From an optimization exercise on the open Yosys and OpenROAD flow, aimed at small area; shortcuts taken in it are not production practice.
The RTL was checked by simulation tests, not by an equivalence proof against the original design.
No activity file was given, so power comes from the tool's default toggle rates.

==> raven: inputs <==
// twiddle_rom
module twiddle_rom #(
    parameter DATA_WIDTH = 12,
    parameter ADDR_WIDTH = 8
)(
    input  wire                      clk,
    input  wire [ADDR_WIDTH-1:0]     addr_forward,
    input  wire [ADDR_WIDTH-1:0]     addr_backward,
    input  wire [6:0]                addr_pwm,
    output wire [DATA_WIDTH-1:0]     data_forward,
    output wire [DATA_WIDTH-1:0]     data_backward,
    output wire [DATA_WIDTH-1:0]     data_pwm
);
export LEC_CHECK = 0
export ABC_AREA = 1
export CAP_MARGIN = 20
export CORE_MARGIN = 2
export CORE_UTILIZATION = 55
export GPL_TIMING_DRIVEN = 0
export SETUP_SLACK_MARGIN = 0.05
export SLEW_MARGIN = 20
create_clock -name core_clock -period 5.0 [get_ports {clk}]
standard.sh (not shown) runs the stock make flow with config.mk's settings and CLKGATE_MAP_FILE= SYNTH_SCRIPT=/design/flow/synth_recipe.tcl, a recipe that flattens the netlist after the stock synthesis.
==> flow/flow/run.sh <==
#!/bin/bash
# Own flow: the standard layout (standard.sh) with these changes:
#  1. Yosys's ABC call maps the logic with flow/abc_map.script (strash; dch; map -D 1500)
#     instead of ORFS's script, which also buffers and resizes; OpenROAD repairs timing later.
#  2. ADDER_MAP_FILE is empty, so synthesis does not extract half/full adders ahead of ABC.
#  3. Port buffers are sky130_fd_sc_hd__buf_1 (every port still gets one).
# Everything else, including the synthesis script itself, is the standard flow's.
set -euo pipefail
W=$(pwd)
{
  echo "proc abc {args} {"
  echo "  set i [lsearch -exact \$args -script]"
  echo "  if {\$i >= 0} { lset args [expr {\$i + 1}] $W/flow/abc_map.script }"
  echo "  yosys abc {*}\$args"
  echo "}"
  cat "$W/synth_recipe.tcl"
} > "$W/flow_synth.tcl"
bash "$W/standard.sh" "SYNTH_SCRIPT=$W/flow_synth.tcl" "ADDER_MAP_FILE=" \
  "BUFFER_PORTS_ARGS=-buffer_cell sky130_fd_sc_hd__buf_1" finish > "$W/orfs_make.log" 2>&1
==> flow/flow/abc_map.script <==
strash
dch
map -D 1500
topo
==> inputs of willow, as changes to raven <==
--- a/flow/design.v
+++ b/flow/design.v
@@ -873,30 +873,31 @@
     assign tp_new_n172 = (~(tp_new_n27)&~(tp_new_n52)) | (~(tp_new_n67));
     assign tp_new_n173 = (~(tp_new_n172)) | (~(ra_p[4])) | (~(tp_new_n134));
     assign tp_new_n174 = (~(tp_new_n33)&~(tp_new_n104)) | (~(tp_new_n74));
     assign tp_new_n175 = (~(ra_p[5])&~(tp_new_n142)) | (~(tp_new_n35)&~(tp_new_n142));
     assign tp_new_n176 = (~(ra_p[4])&~(tp_new_n175));
     assign tp_new_n177 = (~(ra_p[3])&~(tp_new_n176));
     assign xp[11] = (~(tp_new_n171)&~(tp_new_n174)) | (~(tp_new_n171)&~(tp_new_n177)) | (~(ra_p[3])&~(tp_new_n174)) | (~(tp_new_n173)&~(tp_new_n174)) | (~(ra_p[3])&~(tp_new_n177)) | (~(tp_new_n173)&~(tp_new_n177));
-    function [11:0] cneg(input [11:0] x, input j);
+    function [11:0] cneg(input [11:0] x, input j, input c8);
         reg [11:0] c;
         integer i;
         begin
             c = 12'd0;
             c[2] = ~x[1];
-            for (i = 3; i < 9; i = i + 1) c[i] = c[i-1] & ~x[i-1];
+            for (i = 3; i < 8; i = i + 1) c[i] = c[i-1] & ~x[i-1];
+            c[8]  = c8;
             c[9]  = ~x[8] | c[8];
             c[10] = ~x[9] & c[9];
             c[11] = ~x[10] | c[10];
             cneg[0] = x[0] ^ j;
             cneg[1] = x[1];
             for (i = 2; i < 8; i = i + 1) cneg[i] = x[i] ^ (j & ~c[i]);
             cneg[8]  = x[8] ^ (j & c[8]);
             cneg[9]  = x[9] ^ (j & ~c[9]);
             cneg[10] = x[10] ^ (j & c[10]);
             cneg[11] = x[11] ^ (j & c[11]);
         end
     endfunction
-    assign data_forward  = cneg(xf, ra_f[0]);
-    assign data_backward = cneg(xb, ra_b[0]);
-    assign data_pwm      = cneg(xp, ra_p[0] ^ ra_p[6]);
+    assign data_forward  = cneg(xf, ra_f[0], ra_f[7:1] == 7'd0 || ra_f[7:1] == 7'd37);
+    assign data_backward = cneg(xb, ra_b[0], ra_b[7:1] == 7'd0 || ra_b[7:1] == 7'd58);
+    assign data_pwm      = cneg(xp, ra_p[0] ^ ra_p[6], 1'b0);
 endmodule
CTS_BUF_LIST = sky130_fd_sc_hd__clkbuf_4   (was unset)
==> notes <==
- willow ran to the end with no violations. raven finished with timing, DRC and antenna clean.
- Global-route usage: raven is higher than willow (5.6 points).
- In willow the cell count is smaller than in raven, by 0.66%.
- Between willow and raven, the lower synthesized cell count is in willow (gap 0.45%, measured against raven).
- In willow the sequential share of layout area is higher than in raven, by 0.089 points.
- In count of clock-buffer cells in the layout, willow and raven do not differ.
- Between raven and willow, the lower die area is in raven (gap about 0.5%, measured against willow).
- Of willow and raven, raven has the higher routed wire length (gap 10%, measured against raven).
- Of raven and willow, willow has the higher setup slack (gap 0.073 ns).
==> figures <==
item                                                              willow             raven
Post-synthesis xor/xnor area fraction                             0.0502            0.0542
Hold path start                                         addr_backward[4]  addr_backward[5]
Detail-routed net length per standard cell                       19.8 um           21.9 um
Count of mapped cells out of synthesis                               891               895
Clock-net power                                                0.0887 mW          0.143 mW
Run status                              no timing/DRC/antenna violations  no timing/DRC/antenna violations
Final area over synthesized area                                  1.094x            1.116x
Worst hold slack                                                0.755 ns          0.784 ns
Portion of total power attributed to the clock network             0.095             0.141
Nonclk inv count                                                     124               114
Area share of the largest cell type after synthesis                0.153             0.151
Arrival @ worst endpoint                                         3.78 ns           3.86 ns
P_comb                                                          0.608 mW          0.632 mW
Power per standard cell area                                 182 nW/um^2       194 nW/um^2
Final instance area                                            5150 um^2         5230 um^2
Highest attainable clock frequency                               209 MHz           206 MHz
Proportion of cell area occupied by registers                     0.0923            0.0914
Sum of net half-perimeters after detailed placement             15600 um          15800 um

[static timing again, ports no longer ideal]
No port has a modelled driver above. Below, the same layouts with a new extraction and two added sets of constraints.
Step 1 (the two cells are an assumption about what drives the block):
set clk [get_ports {clk}]
set_driving_cell -lib_cell sky130_fd_sc_hd__clkbuf_16 $clk
set_driving_cell -lib_cell sky130_fd_sc_hd__buf_2 [delete_from_list [all_inputs] $clk]
Step 2, shift: input delay + t, output delay - t, t = (earliest + latest rising clock arrival at the registers) / 2. This alone moves slack from input paths to output paths.
a / b / c = ideal ports / drivers / drivers and shift; a / b = the first two.
run	t, ns	setup WS [ns]	worst setup path at the end	slew at the worst register clock pin (ns)	worst slew at a driven data input, ns
raven	0.332	0.144 / 0.104 / 0.436	register to output	0.11 / 0.11	0.03
willow	0.344	0.217 / 0.195 / 0.538	register to output	0.12 / 0.12	0.04
After both steps every run listed still meets setup and hold.
